Context: an optimization exercise on an open-source flow, tuned for small area, a short achievable clock period and few clock cycles per item. The choices shown serve that exercise and are no tape-out recipe.
In this exercise RTL edits were held to simulation tests only and were not proved equivalent to the original.

harbor:
// Exp
module Exp(
    input clk,
    input rst,
    input [31:0] x,
    input [31:0] n,
    output [31:0] res,
    output done
);
export LEC_CHECK = 0
export CAP_MARGIN = 20
export CORE_MARGIN = 2
export CORE_UTILIZATION = 45
export PLACE_DENSITY = 0.6
export SETUP_SLACK_MARGIN = 4.3
export SLEW_MARGIN = 20
export SYNTH_HIERARCHICAL = 1
create_clock -name core_clock -period 10.0 [get_ports {clk}]
standard.sh (not shown) runs the stock make flow with config.mk's settings and CLKGATE_MAP_FILE= SYNTH_SCRIPT=/design/flow/synth_recipe.tcl, a recipe that flattens the netlist after the stock synthesis.
==> flow/flow/run.sh <==
#!/bin/bash
# The standard layout, with plain buffers (instead of the resizer's default
# pick) on the ports.
set -euo pipefail
export BUFFER_PORTS_ARGS="-buffer_cell sky130_fd_sc_hd__buf_1"
bash standard.sh > orfs_make.log 2>&1
Testbench counts of harbor, summed over its fixed seeds: cycles 6,460, items 384.
Input-level comparison between ember and harbor:
- swapping 4.3 for 4.6 in SETUP_SLACK_MARGIN
- swapping 20 for 0 in CAP_MARGIN
- swapping 20 for 0 in SLEW_MARGIN
==> comparison <==
For number of vias per cell after detailed routing, harbor and ember come out practically identical.
Comparing ember and harbor, the higher data arrival time of the critical path is on harbor.
[ember vs harbor] fraction of standard cell area in multi-input logic: lower in ember
Diff harbor -> ember | via count | up slightly
> inputs changed (ember -> sierra)
- a change of SLEW_MARGIN from 0 to 20
- a change of CAP_MARGIN from 0 to 20
- a change of SETUP_SLACK_MARGIN from 4.6 to 4
Results
- NOTE total via count in the routed design ember->sierra decreased slightly
- For longest individual stage delay on the worst path, ember and sierra come out practically identical.
- Comparing sierra against ember, there is no change at all in number of top-level design ports.
- ember -> sierra: met2 wire length decreased by a few percent
- Cell count along the critical path ended up 1 lower on sierra than on ember.
- Delta (sierra minus ember): combined flip-flop and latch cell area fell about 3%, final hold slack went up 8.1 ps, count of cells along the worst register-to-register path down 1, worst setup slack after layout -370 ps.
Input changes introduced in amber (baseline for comparison: sierra):
- SETUP_SLACK_MARGIN: 4 -> 4.6
Results
sierra: PASS, flow complete, no timing, DRC or antenna violations. amber finished every stage and its layout cleared the timing, design-rule and antenna checks. sierra -> amber: number of nets in the final layout increased by a few percent. amber ended up with a higher aggregate routed wire length than sierra did. Between sierra and amber, the cell area is higher for amber. Lower cell depth of the worst setup path among sierra and amber: amber. Where worst-case headroom to the max-slew limit is concerned, sierra is outperformed by amber. Register-to-register slack (amber over sierra): increase, 370 ps. Comparing sierra and amber, ratio of cells with drive above 1 in the final layout is lower on sierra. [compare] base=sierra new=amber: die area level.

* * *

JK:
Exp, a different RTL version from the one above (not shown whole).
For scale: ~99 I/O pins.
Settings: LEC_CHECK=0, ABC_CLOCK_PERIOD_IN_PS=2500, CAP_MARGIN=20, CORE_MARGIN=2, CORE_UTILIZATION=45, PLACE_DENSITY=0.6, SETUP_SLACK_MARGIN=3, SLEW_MARGIN=20, SYNTH_HIERARCHICAL=1; clock period 10.0 ns.
run.sh (not shown) runs the stock make flow with config.mk's settings and CLKGATE_MAP_FILE= SYNTH_SCRIPT=/design/flow/synth_recipe.tcl, a recipe that flattens the netlist after the stock synthesis.
Stock flow here: none of the scripts above is used.
Testbench counts of JK, summed over its fixed seeds: cycles 6,076, items 384.
### JK -> MS
Settings: changing SETUP_SLACK_MARGIN from 3 to 3.5; removing ABC_CLOCK_PERIOD_IN_PS (formerly 2500).
==> comparison <==
- Re number of pins exceeding their max-slew limit in the final report: no difference whatsoever between JK and MS.
- Cmp MS and JK / global-route usage / lower: JK
- On MS: final cell area excluding filler cells is 0.0011 mm² higher than what JK gave.
- The higher routed wire length came out of MS.
- Taking JK as the reference, in MS placed instance area saw an increase, largest fanout of any net on the critical path saw a decrease, cell count along the critical path saw an increase, total of cells resized after clock tree synthesis saw an increase.
### MS -> AL
Settings: SETUP_SLACK_MARGIN changed from 3.5 to 3.
Results
In AL, post-detailed-placement half-perimeter wirelength is lower than in MS.
Per the comparison of AL with MS, number of resized instances in the post-cts repair step lost 76%, average wire per standard cell lost about 2.7%, share of the core filled with cells lost 2.3 points, non-clock buffer count lost 34%.
Looking at launching instance or port of the critical path, the x[22] result is from AL; the rst one comes from MS.
Delay of the slowest cell on the worst path, MS and AL: smaller value in AL
[AL vs MS] global-route usage: lower in AL
Master of the slowest instance on the critical path: sky130_fd_sc_hd__fa_1 -> MS, sky130_fd_sc_hd__clkdlybuf4s50_1 -> AL

## port drivers added, routing unchanged
The flow's constraints put no driver on any port. The routed layouts listed below were extracted and timed again, unchanged, in two steps.
Step 1: set_driving_cell puts a clkbuf_16 on clk and a buf_2 on each other input, an assumption about the parent block.
Step 2 adds t to the input delays and takes it off the output delays; t is the mean of the earliest and latest rising clock arrival at the registers after step 1. Input paths then give back, and output paths get back, about the clock's delay inside the block.
Three values: ideal ports, drivers, drivers and shift; two values: the first two.
run | t, ns | setup slack, ns | worst setup path at the end | worst register clock-pin slew, ns | worst slew at a driven data input, ns
harbor | 0.516 | 4.430 / 4.430 / 4.430 | register to register | 0.08 / 0.08 | 0.11
ember | 0.546 | 4.610 / 4.610 / 4.610 | register to register | 0.07 / 0.07 | 0.12
sierra | 0.516 | 4.244 / 4.244 / 4.244 | register to register | 0.08 / 0.08 | 0.12
amber | 0.517 | 4.619 / 4.619 / 4.619 | register to register | 0.08 / 0.08 | 0.12
JK | 0.389 | 3.136 / 3.154 / 2.765 | input to register | 0.08 / 0.08 | 0.08
MS | 0.399 | 3.474 / 3.248 / 2.849 | input to register | 0.07 / 0.07 | 0.33
AL | 0.389 | 3.136 / 3.154 / 2.765 | input to register | 0.08 / 0.08 | 0.08
After both steps every run listed still meets setup and hold. For MS, which loses most, drivers alone change the setup slack by -0.226 ns; drivers and shift together by -0.625 ns.
